This design comes from an exercise in tuning for small area on the open sky130 flow, not from production work.
Only simulation tests tie the RTL to the original design; equivalence was not proved.

$ cat flow/design.v
module multiply #(
    parameter
    SIGN_WIDTH = 1,
    EXPONENT_WIDTH = 8,
    MANTISSA_WIDTH = 18
)
(   
    input            clk,
    input [ 26 :0]   input_a,
    input [ 26 :0]   input_b,
    output [ 26 :0]  output_q,
    output           underflow
);
reg [35 : 0 ] reg_multiply;      
reg [8 : 0 ]  reg_summ1;         
reg [8 : 0 ]  reg_summ2;         
reg           reg_sign;          
reg [17 : 0 ] reg_mantissa1;  
reg [17 : 0 ] reg_mantissa2;     
reg [8 : 0 ]  reg_summ3;         
always@(posedge clk) begin
    if (input_a[17:0] == 0 || input_b[17:0] == 0) begin   
        reg_multiply <= 0;
        reg_summ1 <= 0 ;
        reg_summ2 <= 0 ;
        reg_sign <= 0;
        end
    else begin
        reg_multiply <= input_a[17:0] * input_b[17:0];           
        reg_summ1 <= input_a[25:18] + input_b[25:18] - 8'h7F ;   
        reg_summ2 <= input_a[25:18] + input_b[25:18] - 8'h80 ;
        reg_sign <= input_a[26] ^ input_b[26];                   
        end
end
always@* begin
    reg_mantissa1 <= reg_multiply >> 18 ; 
    reg_mantissa2 <= reg_multiply >> 17 ;            
    reg_summ3 <= input_a[25:18] + input_b[25:18];    
end
assign underflow =  reg_summ3 < 8'h7F     
                        ? 1'b1 : 1'b0 ;
assign output_q  = reg_multiply[35]  ? 
                        { reg_sign , reg_summ1[7:0] , reg_mantissa1[17:0] } 
                        :
                        { reg_sign , reg_summ2[7:0] , reg_mantissa2[17:0] }
                    ;
endmodule
$ cat flow/run.sh
#!/bin/bash
# synth_recipe.tcl (not shown) runs the flow's synth.tcl, then flattens the netlist and writes it again
# the make line also repeats each setting of config.mk as NAME=value (left out here)
make -C /OpenROAD-flow-scripts/flow DESIGN_CONFIG=/design/flow/config.mk WORK_HOME=/design/flow/orfs CLKGATE_MAP_FILE= SYNTH_SCRIPT=/design/flow/synth_recipe.tcl finish
$ cat flow/config.mk
export PLATFORM = sky130hd
export DESIGN_NAME = multiply
export DESIGN_NICKNAME = multiply
export VERILOG_FILES = /design/flow/design.v
export SDC_FILE = /design/flow/constraint.sdc
export NUM_CORES = 4
export LEC_CHECK = 0
export CAP_MARGIN = 20
export CORE_MARGIN = 2
export CORE_UTILIZATION = 40
export PLACE_DENSITY = 0.6
export SLEW_MARGIN = 20
$ cat flow/constraint.sdc
create_clock -name core_clock -period 8.5 [get_ports {clk}]
set_input_delay 1.7000 -clock core_clock [delete_from_list [all_inputs] [get_ports {clk}]]
set_output_delay 1.7000 -clock core_clock [all_outputs]
set_load 0.01 [all_outputs]
==> notes.md <==
antenna viol nets, final=0; Synth Instances=between 1000 and 1500; Worst EP arrival=roughly 8.1 ns; Final WS setup=0.555 ns; Vias=9375; Yosys top cell by area=fa_1; post_cts resized=0; Synth cell types=58; unrepaired setup endpoints after global routing=false; CTS buffer count=5; I/O Buffers=slightly above 80; worst hold path type=in2reg; die height=approximately 180 um; Synth Warn #=1; GRT overflow=0; die area=32000 um^2; clock-pin slew on the worst setup and hold paths=roughly 0.05 ns; vias in the first global route=just over 10000; # IOs=83; CP Max Fanout=14; Critical Path RT=between 8 and 9 ns; Hold Violations, Final=0; largest net degree at the start of global routing=38; CP max stage cell=clkdlybuf4s50_1; Clock Sinks=36; CP peak stage delay=0.79 ns; Initial Util=40.3%; GPL Wtd Cong=0.840; Mean Syn Cell Area=8.70 um^2; Area Growth Syn to Fin=11.8%; Post-DP HPWL=25.4 mm; DR pass1 iterations=6; CP Buf/Inv Count=6; total negative slack=0 ns; Max Slew Vio Count=0; share of cells above drive strength 1=6.40%; worst rel slew slack=between 40% and 50%; fin crit share=93.5%; Worst Setup Start Kind=input port; DP Cell Count=1842; outcome=complete, no violations; pre-CTS setup slack=0.364 ns; initial drt markers=~380; Least-Margin Pin Slew=0.751 ns; EDFF count, synth=0; Post-Route WL=just under 30 mm; Post-CTS Setup Bufs=0; Die X=between 150 and 200 um; crit path from=input_a[14]; CP dominant cell by count=fa_1; Core ar.=roughly 30000 um^2; post-synth top area share=41.7%; post-DR wirelength/cell=15.9 um; CTS tree=yes; number of max-cap violations=0; flops & latches, synth=36; CTS Hold Bufs=0; Critical Path End=reg_multiply[34]$_SDFF_PP0_; fmax=0.126 GHz; most common cell after layout, fill and taps aside=inv_1; n_diodes=0; # setup viols final=0; FILL cells=approximately 3000; Critical Path Stages=21; commonest non-fill, non-tap cells in the layout=inv_1 (290), fa_1 (255), nand2_1 (201), and2_1 (141), ha_1 (116); Seq/Total Area, Yosys=5.89%; Post-synth ARST share=0%; family with the most delay on the worst path=adder cells; initial antenna violation count=0; Setup crit end kind=flop; Clock Tree Buf Depth=2; post-synthesis cell area=12200 um^2; DRC=0; fin crit period=7.95 ns; crit path kind=in2reg; routed vias/inst=5.07; htree depth=2; worst-path cell chain=clkdlybuf4s50_1 > buf_4 > and2_1 > fa_1 > inv_1 > fa_1 > fa_1 > inv_1 > fa_1 > fa_1 > inv_1 > fa_1 > inv_1 > ha_1 > nand4_1 > nor3_1 > o21ai_0 > nand3_1 > o21ai_0 > a21oi_1 > mux2_2; Synth Net Count=1832; fin nets=1879; Layout Cells excl Fill=1850; FP Rows=64; Main synth FF type=dfxtp_1; global-route usage over all layers=between 10% and 20%; most area-consuming cells after synthesis=fa_1 (42%), ha_1 (12%), inv_1 (8.9%); first-pass GRT wire length=about 50 mm; CTS root buf=clkbuf_16
## worst min-delay path by stage
stage	from	slack [ns]	cells after the start	to
4_1_cts	input_a[26]	2.05	3	reg_sign$_SDFF_PP0_
3_3_place_gp	input_a[26]	2.33	3	reg_sign$_SDFF_PP0_
5_1_grt	input_a[26]	2.10	3	reg_sign$_SDFF_PP0_
3_5_place_dp	input_a[26]	2.34	3	reg_sign$_SDFF_PP0_
2_1_floorplan	input_a[26]	1.84	2	reg_sign$_SDFF_PP0_
6_report	input_a[26]	2.05	3	reg_sign$_SDFF_PP0_
## cell usage after synthesis, drive strengths merged, types with 7 or more instances
master and instances:
clkbuf 69, nor3 15, nor4 9, inv 290, nand4 7, fa 255, buf 14, ha 116
a21oi 39, nor2 41, and3 9, dfxtp 36, nand2 202, nand3 18, xnor2 13, and2 143
o21ai 29, mux2 26, a21o 8, xor2 11
## registers in the layout, summed over array words and instances (netlist names)
name / count
reg_summ1: 8
reg_sign: 1
reg_summ2: 8
reg_multiply: 19
## area by class of cell
| type | instances | area (um^2) | area share [%] |
|---|---|---|---|
| Clock buffer | 7 | 153 | 1.12 |
| Clock inverter | 1 | 30.0 | 0.220 |
| Multi-Input combinational cell | 997 | 10100 | 73.5 |
| Sequential cell | 36 | 722 | 5.28 |
| Inverter | 290 | 1090 | 7.96 |
| Tap cell | 396 | 495 | 3.62 |
| Timing Repair Buffer | 123 | 1130 | 8.26 |
## through the flow
step | cell area (um^2) | hold slack [ns] | utilization, %
after floorplan | 12200 | 1.84 | -
after global placement | 13500 | 2.33 | 44.4
after detailed placement | 13500 | 2.34 | 44.4
after CTS | 13700 | 2.05 | 45.0
after global routing | 13700 | 2.10 | 45.0
final | 13700 | 2.05 | 45.0
## metal layers
metal  global-route usage (%)  vias to the layer above  part of all wire (%)
met5                        0                        -                     0
met4                     6.61                        0                   3.5
met3                     1.23                       59                   3.2
met2                     36.5                      202                    52
met1                     24.6                     4776                    41
li1                         -                     4338                     -
## worst min-delay path, stage by stage
cell             delay (ns)
clkdlybuf4s50_1        0.41
xnor2_1                0.13
nor2_1                 0.04
## logic make-up (layout without fill, tap and decap cells)
family / Yosys count / after routing / share of synthesized area [%]
compound gates: 112 / 112 / 5.83
mux: 26 / 26 / 2.39
fa+ha+maj: 371 / 371 / 53.6
xor+xnor: 24 / 24 / 1.72
flops: 36 / 36 / 5.89
simple gates: 464 / 464 / 18.7
buf+inv: 373 / 421 / 11.9

## separate check: timing with driven ports
No port has a modelled driver above. Below, the same layout with a new extraction and two added sets of constraints.
Step 1: set_driving_cell puts a clkbuf_16 on clk and a buf_2 on each other input, an assumption about the parent block.
Step 2 adds t to the input delays and takes it off the output delays; t is the mean of the earliest and latest rising clock arrival at the registers after step 1. Input paths then give back, and output paths get back, about the clock's delay inside the block.
a / b / c = no drivers / after step 1 / after step 2; a / b = the first two.
t, ns: 0.308
setup WS [ns]: 0.555 / 0.567 / 0.259
hold WS [ns]: 2.047 / 2.034 / 2.342
worst setup path at the end: input to register
slew at the worst register clock pin (ns): 0.05 / 0.05
After both steps this run still meets setup and hold. The setup slack of this run moves by +0.012 ns with the drivers and by -0.296 ns with both steps.
